From an optimization exercise on the open Yosys and OpenROAD flow, aimed at small area; shortcuts taken in it are not production practice.

==> flow/design.v (excerpt) <==
module dpc_5x5(
	input			clk,
	input			reset_n,
	input			bayer_format,
	input	[7:0]	i_dpc_threshold,
	input	[2:0]	i_video_syn,
	input	[7:0]	i_data_r0,
	input	[7:0]	i_data_r1,
	input	[7:0]	i_data_r2,
	input	[7:0]	i_data_r3,
	input	[7:0]	i_data_r4,
	output	[2:0]	o_video_sync,
	output	[7:0]	o_data
);
Settings: LEC_CHECK=0, ABC_AREA=1, CAP_MARGIN=20, CORE_MARGIN=2, CORE_UTILIZATION=40, CTS_CLUSTER_DIAMETER=100, CTS_CLUSTER_SIZE=30, SLEW_MARGIN=20; clock period 3.5 ns.
standard.sh (not shown) runs the stock make flow with config.mk's settings and CLKGATE_MAP_FILE= SYNTH_SCRIPT=/design/flow/synth_recipe.tcl, a recipe that flattens the netlist after the stock synthesis.
==> flow/flow/run.sh <==
#!/bin/bash
# Layout flow: the standard synthesis, then the combinational logic of
# the synthesised netlist is mapped again; registers are
# left exactly as the standard synthesis made them. The rest is the standard
# layout (floorplan to finish). Each tool writes its own log here.
set -euo pipefail
R=orfs/results/${FLOW_PLATFORM}/dpc_5x5/base

# 1. standard synthesis
bash standard.sh synth > log_synth.txt 2>&1

# 2. map the combinational logic again
cp "$R/1_2_yosys.v" log_1_2_yosys_standard.v
yosys -c flow/remap.tcl > log_remap.txt 2>&1
cp remap_out.v "$R/1_2_yosys.v"
rm -f "$R/1_synth.odb" "$R/1_synth.sdc"

# 3. the rest of the standard layout
bash standard.sh > log_layout.txt 2>&1
==> flow/flow/abc.constr <==
set_driving_cell sky130_fd_sc_hd__buf_1
set_load 5
==> flow/flow/remap.abc <==
strash
dch
map -B 0.9
topo
stime -c
buffer -c
upsize -c
dnsize -c
==> flow/flow/remap.tcl <==
# Map the combinational part of the standard synthesis netlist again: the
# adder cells that synthesis extracted are dissolved into plain logic and
# ABC maps all logic between the registers again, with the same ABC script,
# delay target and constraints as the standard synthesis. Flip-flops are
# kept as cells (same names and types); only the logic between them changes.
yosys -import
set lib $::env(FLOW_HOME)/platforms/$::env(FLOW_PLATFORM)/lib/sky130_fd_sc_hd__tt_025C_1v80.lib
set top $::env(FLOW_TOP)
set net orfs/results/$::env(FLOW_PLATFORM)/dpc_5x5/base/1_2_yosys.v

read_liberty -ignore_miss_func $lib
read_verilog $net
hierarchy -top $top
# keep every sequential cell as it is
setattr -mod -set keep_hierarchy 1 sky130_fd_sc_hd__df* sky130_fd_sc_hd__edf* sky130_fd_sc_hd__sdf* sky130_fd_sc_hd__dl* sky130_fd_sc_hd__sdl*
flatten
opt_clean
stat -liberty $lib

set dont_use {}
foreach c {probe_p_8 probec_p_8 lpflow_*} { lappend dont_use -dont_use sky130_fd_sc_hd__$c }
abc -script flow/remap.abc -liberty $lib {*}$dont_use -constr flow/abc.constr -D [expr {int($::env(FLOW_PERIOD_NS) * 1000)}]
opt_clean -purge
stat -liberty $lib
select $top
write_verilog -noattr -noexpr -nohex -nodec -selected remap_out.v
Next try:
==> flow/flow/run.sh (replaced) <==
#!/bin/bash
# Layout flow: the standard synthesis, then the combinational logic of
# the synthesised netlist is mapped again (remap.tcl); registers are left
# exactly as the standard synthesis made them. The re-mapped netlist is used
# only if Yosys proves it equivalent to the standard one (check.tcl). The
# rest is the standard layout (floorplan to finish), with the port buffers
# made of the smallest buffer cell. Each tool writes its own log here.
set -euo pipefail
R=orfs/results/${FLOW_PLATFORM}/dpc_5x5/base

# 1. standard synthesis
bash standard.sh synth > log_synth.txt 2>&1

# 2. map the combinational logic again, keep it if proven equivalent
cp "$R/1_2_yosys.v" log_1_2_yosys_standard.v
if yosys -c flow/remap.tcl > log_remap.txt 2>&1 && yosys -c flow/check.tcl > log_check.txt 2>&1; then
	echo "re-mapped netlist proven equivalent; using it" > log_choice.txt
	cp remap_out.v "$R/1_2_yosys.v"
	rm -f "$R/1_synth.odb" "$R/1_synth.sdc"
else
	echo "re-mapped netlist not used; keeping the standard netlist" > log_choice.txt
fi

# 3. the rest of the standard layout
bash standard.sh "BUFFER_PORTS_ARGS=-buffer_cell sky130_fd_sc_hd__buf_1" finish > log_layout.txt 2>&1
==> flow/flow/check.tcl (new file) <==
# Prove that the re-mapped netlist (remap_out.v) does what the standard
# synthesis netlist does: registers and ports are paired by name, internal
# nets are not, and equiv_status fails if any pair is not proven.
yosys -import
set lib $::env(FLOW_HOME)/platforms/$::env(FLOW_PLATFORM)/lib/sky130_fd_sc_hd__tt_025C_1v80.lib
set top $::env(FLOW_TOP)

foreach {name file} [list gold log_1_2_yosys_standard.v gate remap_out.v] {
	design -reset
	read_liberty -ignore_miss_func $lib
	read_verilog $file
	hierarchy -top $top
	flatten
	async2sync
	yosys rename -hide w:_*
	opt_clean
	yosys rename $top $name
	design -stash $name
}
design -reset
design -copy-from gold -as gold gold
design -copy-from gate -as gate gate
equiv_make gold gate equiv
hierarchy -top equiv
equiv_simple -seq 2
equiv_induct -seq 2
equiv_status -assert
==> flow/flow/remap.abc (replaced) <==
strash
dc2
dch
map -B 0.9
topo
stime -c
buffer -c
upsize -c
dnsize -c
--- a/flow/flow/remap.tcl
+++ b/flow/flow/remap.tcl
@@ -3,2 +3,3 @@
-# ABC maps all logic between the registers again, with the same ABC script,
-# delay target and constraints as the standard synthesis. Flip-flops are
+# ABC maps all logic between the registers again (a dc2 rewrite, then the
+# same mapping script as the standard synthesis),
+# with its delay target and constraints. Flip-flops are
Result: This time the run finished but failed the layout checks on negative setup slack; global-route usage rises by 1.1 points; die area falls by 0.75%; clock skew rises by 0.0056 ns; cell count falls by 2.7%; worst setup slack loses 0.18 ns; wire length rises by 3.3%.
Next try:
==> flow/flow/run.sh (replaced) <==
#!/bin/bash
# Layout flow: the standard synthesis, then the combinational logic of
# the synthesised netlist is mapped again (see remap.tcl); registers are
# left exactly as the standard synthesis made them. The rest is the standard
# layout (floorplan to finish), with the port buffers made of the smallest
# buffer cell. Each tool writes its own log here.
set -euo pipefail
R=orfs/results/${FLOW_PLATFORM}/dpc_5x5/base

# 1. standard synthesis
bash standard.sh synth > log_synth.txt 2>&1

# 2. map the combinational logic again
cp "$R/1_2_yosys.v" log_1_2_yosys_standard.v
yosys -c flow/remap.tcl > log_remap.txt 2>&1
cp remap_out.v "$R/1_2_yosys.v"
rm -f "$R/1_synth.odb" "$R/1_synth.sdc"

# 3. the rest of the standard layout
bash standard.sh "BUFFER_PORTS_ARGS=-buffer_cell sky130_fd_sc_hd__buf_1" finish > log_layout.txt 2>&1
==> flow/flow/remap.abc (replaced) <==
strash
dch
map -B 0.9
topo
stime -c
buffer -c
upsize -c
dnsize -c
--- a/flow/flow/remap.tcl
+++ b/flow/flow/remap.tcl
@@ -3,3 +3,2 @@
-# ABC maps all logic between the registers again (a dc2 rewrite, then the
-# same mapping script as the standard synthesis),
-# with its delay target and constraints. Flip-flops are
+# ABC maps all logic between the registers again, with the same ABC script,
+# delay target and constraints as the standard synthesis. Flip-flops are
removed: flow/flow/check.tcl
After rerunning: The new run produced a clean layout. Routed wire length is lower by about 4%. Worst setup slack gains 0.092 ns. Cell area is higher by about 0.46%. Count of clock-buffer cells in the layout is higher by 2.
Function was not checked in any run of this note: the RTL went through the layout flow alone.

[afterwards: timing with drivers on the ports]
The flow's constraints put no driver on any port. The routed layouts listed below were extracted and timed again, unchanged, in two steps. Step 1 assumes that a clkbuf_16 drives the clock port and a buf_2 every other input. Step 2 moves the port delays by t, midway between the first and last clock arrival at a register: inputs arrive t later, outputs are due t later. That takes back most of the time a late clock gives input paths. Slacks: ideal ports / drivers / drivers and shift; pairs: ideal ports / drivers.
| run | t, ns | setup WS [ns] | worst setup path after step 2 | worst data-port slew with drivers (ns) |
|---|---|---|---|---|
| the first run | 0.558 | 0.168 / 0.168 / -0.040 | input to register | 0.04 |
| the second run | 0.551 | -0.016 / -0.016 / -0.016 | register to register | 0.05 |
| the third run | 0.562 | 0.076 / 0.076 / 0.076 | register to register | 0.04 |
With both steps, setup timing fails in the first run, where it was met with ideal ports. For the first run, which loses most, drivers alone change the setup slack by 0.000 ns; drivers and shift together by -0.208 ns.
